Context: an optimization exercise on an open-source flow, tuned for small area and a short achievable clock period. The choices shown serve that exercise and are no tape-out recipe.
No run shown here included a check of the RTL's function; only the layout flow was run.
Power figures rest on the tool's default switching activity, not on a simulated workload.

==> flow/design.v (outline; a module is shown in full before it is edited, if it fits) <==
// module line_buffer: 30 lines
// module conv_core: 3092 lines
// module csa_fa: 4 lines
// module conv_top: 37 lines
module conv_top (
    input  wire        clk,
    input  wire        rst,
    input  wire        pixel_valid,
    input  wire [7:0]  pixel_in,
    input  wire [71:0] kernel_in,
    output wire signed [15:0] conv_out,
    output wire        conv_valid
);
  // ...
==> flow/flow/run.sh <==
#!/bin/bash
bash standard.sh BUFFER_PORTS_ARGS="-buffer_cell sky130_fd_sc_hd__buf_2" finish > standard.log 2>&1
==> flow/standard.sh <==
#!/bin/bash
# synth_recipe.tcl (not shown) runs the flow's synth.tcl, then flattens the netlist and writes it again
# the make line also repeats each setting of config.mk as NAME=value (left out here)
make -C /OpenROAD-flow-scripts/flow DESIGN_CONFIG=/design/flow/config.mk WORK_HOME=/design/flow/orfs CLKGATE_MAP_FILE= SYNTH_SCRIPT=/design/flow/synth_recipe.tcl "${@:-finish}"
==> flow/config.mk <==
export PLATFORM = sky130hd
export DESIGN_NAME = conv_top
export DESIGN_NICKNAME = conv_top
export VERILOG_FILES = /design/flow/design.v
export SDC_FILE = /design/flow/constraint.sdc
export NUM_CORES = 4
export LEC_CHECK = 0
export CAP_MARGIN = 20
export CORE_MARGIN = 2
export CORE_UTILIZATION = 40
export SLEW_MARGIN = 20
export SYNTH_HIERARCHICAL = 1
==> flow/constraint.sdc <==
create_clock -name core_clock -period 11.0 [get_ports {clk}]
set_input_delay 2.2000 -clock core_clock [delete_from_list [all_inputs] [get_ports {clk}]]
set_output_delay 2.2000 -clock core_clock [all_outputs]
set_load 0.01 [all_outputs]
==> run_results.csv, run 1 <==
group,metric,value,unit
outcome,outcome,"finished clean",
layout,nonClockBufferCount,101,
sta,fin_crit_sh,0.3378,
drt,routed-via-count,13380,
power_and_ir_drop,comb_power_share,0.509,
cts,numCtsBuffers,42,
power_and_ir_drop,power.ir.vdd_worst,246.4,uV
grt,grt_met2_usage,0.3718,
worst_setup_path,worstReg2RegEnd,"u_core.r1599",
power_and_ir_drop,internal_power,4332,uW
layout,seq_share,0.3392,
yosys,syn_inst,1836,
layout,clockNetworkAreaShare,0.05705,
yosys,compound_cell_area_share_of_the_yosys_netlist,0.006981,
cts,htree_num_levels,2,
worst_setup_path,crit_path_end_kind,"register",
layout,commonest_non_fill_non_tap_cell_in_the_layout,"sky130_fd_sc_hd__nand2_1",
grt,groute.layer.met1.usage,0.3044,
layout,layout.filler_cells,5420,
layout,layout.cell_area.non_filler,25500,sq um
grt,grt_antenna_before_repair,0,
drt,route.antenna.remaining_nets,0,
floorplan,die_x,247.2,microns
yosys,synth_warnings,9,
sta,transition_time_at_the_pin_with_the_least_slew_margin,1.013,ns
cts,clk_pin_slew,0.06,ns
worst_setup_path,reg2reg_setup_slack,7.28,ns
yosys,seq_area_frac_synth,0.3655,
yosys,synth_xor_area_frac,0.009625,
worst_setup_path,regToRegStartpoint,"pin_q[1]",
layout,fraction_of_area_in_multi_input_gates,0.5391,
power_and_ir_drop,leakagePower,0.009186,uW
yosys,ys.flop_type,"sky130_fd_sc_hd__dfxtp_1",
layout,num-nets-final,2398,
grt,grt_max_degree,70,
placement,hpwl,53210,microns
yosys,synth_top_cells_by_count,"582 x sky130_fd_sc_hd__nand2_1, 537 x sky130_fd_sc_hd__fa_1, 206 x sky130_fd_sc_hd__dfxtp_1, 144 x sky130_fd_sc_hd__edfxtp_1, 140 x sky130_fd_sc_hd__clkbuf_1",
grt,global_route.usage.total,0.2279,
cts,cts-root-buf,"sky130_fd_sc_hd__clkbuf_16",
==> run 2, diff against run 1 <==
==> flow/flow/run.sh (replaced) <==
#!/bin/bash
bash standard.sh BUFFER_PORTS_ARGS="-buffer_cell sky130_fd_sc_hd__buf_2" SETUP_SLACK_MARGIN=7.6 finish > standard.log 2>&1
==> run 2 against run 1 <==
Net effect:
- still clean
- register-to-register slack better by 0.37 ns
- clock power fell by 7%
- highest routed layer unchanged
- sequential power is 2% lower
- combinational power rose by 5%
- final cell count increased by 5.1%
- flip-flop and latch count unchanged
- global-route usage grew 0.58 points
- non-clock buffer count grew 130
- cell area up 4.9%
==> run_results.csv, run 2 <==
group,metric,value,unit
outcome,outcome,"finished clean",
drt,detail_route.wirelength,68540,microns
sta,slew_headroom,0.3636,
yosys,synth_warnings,9,
worst_setup_path,crit_path_frequent_cell,"sky130_fd_sc_hd__fa_1",
worst_setup_path,worst_ep_arrival_time,3.80,ns
layout,commonest_non_fill_non_tap_cell_in_the_layout,"sky130_fd_sc_hd__nand2_1",
sta,max_freq,298.6,MHz
placement,gp_congestion,0.9437,
hold_path,worst_hold_startpoint,"u_core.r1564",
hold_path,hold-path-endpoint,"u_core.r1780",
layout,n_antenna_cell,0,
drt,drt_iter0_markers,1289,
drt,route.antenna.remaining_nets,0,
worst_setup_path,reg2reg_setup_slack,7.65,ns
yosys,yosys_register_bits,358,
sta,transition_time_at_the_pin_with_the_least_slew_margin,0.9546,ns
cts,htree_num_levels,2,
layout,registers.top_by_ff_count,"u_line_buffer.sr",
layout,seqCellArea,8757,sq um
worst_setup_path,regToRegStartpoint,"u_line_buffer.sr[10]",
cts,max-clock-path-buffers,3,
grt,grt_pass1_vias,16000,
grt,grt_antenna_before_repair,0,
placement,portBuffers,99,
sta,fin_crit_sh,0.3045,
worst_setup_path,criticalPathCategory,"reg -> reg",
layout,layout.cells.most_common_list,"579 x sky130_fd_sc_hd__nand2_1, 515 x sky130_fd_sc_hd__fa_1, 144 x sky130_fd_sc_hd__edfxtp_1",
layout,final_layout_size_suffix_gt1_frac,0.2105,
job,drv_cap,0,
cts,clock_tree_from_tritoncts,"yes",
floorplan,effective_utilization_at_floorplan,0.4024,
cts,insertion_delay,0.57,ns
yosys,asyncSetResetFlopFracSynth,0.02235,
floorplan,row_count,89,
yosys,seq_area_frac_synth,0.3655,
floorplan,design.portCount,100,
placement,hpwl,54330,microns
hold_path,hold_path.class,"reg -> reg",
layout,flow.area_growth_from_synthesis,13.13,%
sta,hold_fails_final_rpt,0,
hold_path,min_delay_path_depth,0,
yosys,syn-cell-area,23660,sq um
worst_setup_path,ff2ff_path_depth,6,
cts,clk_pin_slew,0.07,ns
yosys,ys.flop_type,"sky130_fd_sc_hd__dfxtp_1",
sta,rsz0062_at_grt,"true",
power_and_ir_drop,post-layout-total-power,7225,uW
sta,final_period_minus_worst_setup_slack,3.349,ns
yosys,number_of_synthesized_flops_with_an_enable_pin,144,
cts,numCtsBuffers,43,
grt,global_route.usage.total,0.2337,
cts,cts_hold_buf,0,
worst_setup_path,biggest_fanout_along_the_worst_timing_path,8,
drt,number_of_detailed_routing_iterations_run_before_antenna_repair,5,
worst_setup_path,critPathMaxStageDelay,0.57,ns
floorplan,placeable_core_area,58800,sq um
sta,final_max_slew_viol_count,0,
sta,fin_tns_setup,0,ns
sta,setup_clock_skew_after_layout,0.01738,ns
yosys,synth.lib_cells_used.distinct,42,
placement,post-place-cells,2494,
drt,routed_wire_length_per_instance,25.37,microns
yosys,yosys.area.top_type,"sky130_fd_sc_hd__fa_1",
power_and_ir_drop,leakagePower,0.009838,uW
yosys,syn_inst,1836,
floorplan,die_area,61110,sq um
worst_setup_path,timing.critical_path.buf_inv,0,
cts,cts.sinks,358,
yosys,synth.avg_cell_area,12.89,sq um
drt,detail_route.drc_violations,0,
drt,avgViaCountPerCell,5.180,
worst_setup_path,crit_required,11.45,ns
worst_setup_path,startpoint_type,"register",
yosys,synthMostInstantiatedCell,"sky130_fd_sc_hd__nand2_1",
yosys,synthDominantCellAreaShare,0.4544,
layout,multi_input_comb_area,13810,sq um
worst_setup_path,crit_path_end_kind,"register",
power_and_ir_drop,total_power_density_per_cell_area,270.0,nW/um^2
floorplan,die_x,247.2,microns
yosys,synth_top_cells_by_count,"582 x sky130_fd_sc_hd__nand2_1, 537 x sky130_fd_sc_hd__fa_1, 206 x sky130_fd_sc_hd__dfxtp_1, 144 x sky130_fd_sc_hd__edfxtp_1, 140 x sky130_fd_sc_hd__clkbuf_1",
layout,layout.filler_cells,5319,
cts,cts-root-buf,"sky130_fd_sc_hd__clkbuf_16",
worst_setup_path,critical-path-slowest-cell,"sky130_fd_sc_hd__edfxtp_1",
layout,num-nets-final,2529,
floorplan,chipHeight,247.2,microns
layout,final_cell_count_without_fillers,2702,
grt,grt_overflow,0,
worst_setup_path,crit_family,"adder cells",
power_and_ir_drop,power.ir.vdd_worst,268.1,uV
yosys,synth.top_cells.by_area,"sky130_fd_sc_hd__fa_1 45%, sky130_fd_sc_hd__edfxtp_1 18%, sky130_fd_sc_hd__dfxtp_1 17%",
worst_setup_path,worstReg2RegEnd,"u_core.r1568",
yosys,mappedNetlistNets,2469,
grt,grt_pass1_wl,101900,microns
layout,largest_reg_flops,144,
sta,setup_viol,0,
drt,routed-via-count,14000,
worst_setup_path,crit_chain,"nand2_1 -> fa_1 -> fa_1 -> fa_1 -> fa_1 -> fa_1",
layout,largestRegisters,"u_line_buffer.sr x144, kq x72, u_core.conv_out x16",
grt,grt_max_degree,68,
==> run 2: cell types whose count changed in the layout (fill, tap and decap cells not counted), sizes merged <==
cell / change
buf: +128
clkinv: +6
bufinv: -4
clkinvlp: +1
==> run 2: layout make-up <==
cell class | count | share of cell area
Timing Repair Buffer | 231 | 0.06358
Inverter | 45 | 0.006311
Clock buffer | 55 | 0.04338
Tap cell | 773 | 0.03614
Clock inverter | 23 | 0.007293
Multi-Input combinational cell | 1217 | 0.5161
Sequential cell | 358 | 0.3272
==> run 2: cells by family after synthesis <==
| logic type | count (synthesis) | share of synthesized area |
|---|---|---|
| AOI/OAI and AO/OA | 22 | 0.006981 |
| xor gates and xnor gates | 26 | 0.009625 |
| adders and majority gates | 550 | 0.4613 |
| buffers and inverters | 261 | 0.05325 |
| DFF | 358 | 0.3655 |
| muxes | 4 | 0.002115 |
| and+or+nand+nor | 615 | 0.1012 |
==> run 2: per-stage QoR <==
stage	worst slack [ns]	cell area (sq um)	hold WS [ns]	utilization
after global placement	7.355	24050	0.3126	0.4090
after global routing	7.580	26760	0.3173	0.4552
after CTS	7.590	26250	0.3205	0.4465
final	7.651	26760	0.3176	0.4552
after detailed placement	7.313	24050	0.3154	0.4090
after floorplan	7.692	23660	0.3096	-
==> run 2: timing repair <==
item,in CTS,in global routing
setup buffers,78,52
endpoints found under the setup margin,43,43
resized for setup,47,61
pin swaps,0,11
==> run 2: worst max path at each step <==
stage / end / from / slack [ns] / cells after the start
floorplan: u_core.r1599 / u_line_buffer.sr[73] / 7.69 / 8
global placement: u_core.r1599 / pin_q[1] / 7.36 / 6
detailed placement: u_core.r1599 / pin_q[1] / 7.31 / 6
CTS: u_core.r1599 / u_line_buffer.sr[137] / 7.59 / 6
global route: u_core.r1646 / u_line_buffer.sr[143] / 7.58 / 9
finish: u_core.r1568 / u_line_buffer.sr[10] / 7.65 / 6
==> run 2: worst reg2reg max path, delay by kind of cell, from the launching register on <==
family	cells	cell delay (ns)
adders and majority gates	5	2.50
DFF	1	0.57
and+or+nand+nor	1	0.16
==> run 2: metal layers <==
metal | global-route usage | part of all wire | vias to the layer above
li1 | - | - | 5641
met1 | 0.3040 | 0.39 | 7471
met2 | 0.3880 | 0.48 | 720
met3 | 0.03582 | 0.071 | 165
met4 | 0.1048 | 0.052 | 0
met5 | 0 | 0 | -
==> run 2: per-module statistics from Yosys, one instance, submodules excluded <==
| module | cells inside | times used | flip-flops and latches |
|---|---|---|---|
| line_buffer | 232 | 1 | 149 |
| conv_core | 986 | 1 | 128 |
| csa_fa | 1 | 537 | 0 |
| conv_top | 81 | 1 | 81 |
==> run 2: report_power, final <==
part           switching (uW)  internal (uW)  leakage, uW  total (uW)
Sequential                208           1800      0.00324        2010
Clock                     583            797     0.000654        1380
Combinational            2120           1710      0.00594        3840
Total                    2910           4310      0.00984        7230

## what the ideal ports hide
Ports are ideal in the flow. The routed layouts listed here were re-timed in OpenROAD. Step 1 (the two cells are an assumption about what drives the block):
set clk [get_ports {clk}]
set_driving_cell -lib_cell sky130_fd_sc_hd__clkbuf_16 $clk
set_driving_cell -lib_cell sky130_fd_sc_hd__buf_2 [delete_from_list [all_inputs] $clk]
Step 2 moves the port delays by t, midway between the first and last clock arrival at a register: inputs arrive t later, outputs are due t later. That takes back most of the time a late clock gives input paths. Slacks: ideal / step 1 / step 2; pairs: ideal / step 1.
| run | shift t [ns] | setup WS [ns] | slew at the worst register clock pin (ns) | pins driven straight from the clock port |
|---|---|---|---|---|
| run 1 | 0.628 | 7.284 / 7.284 / 7.284 | 0.07 / 0.07 | 1 |
| run 2 | 0.623 | 7.651 / 7.651 / 7.651 | 0.07 / 0.07 | 1 |
After both steps every run listed still meets setup and hold.
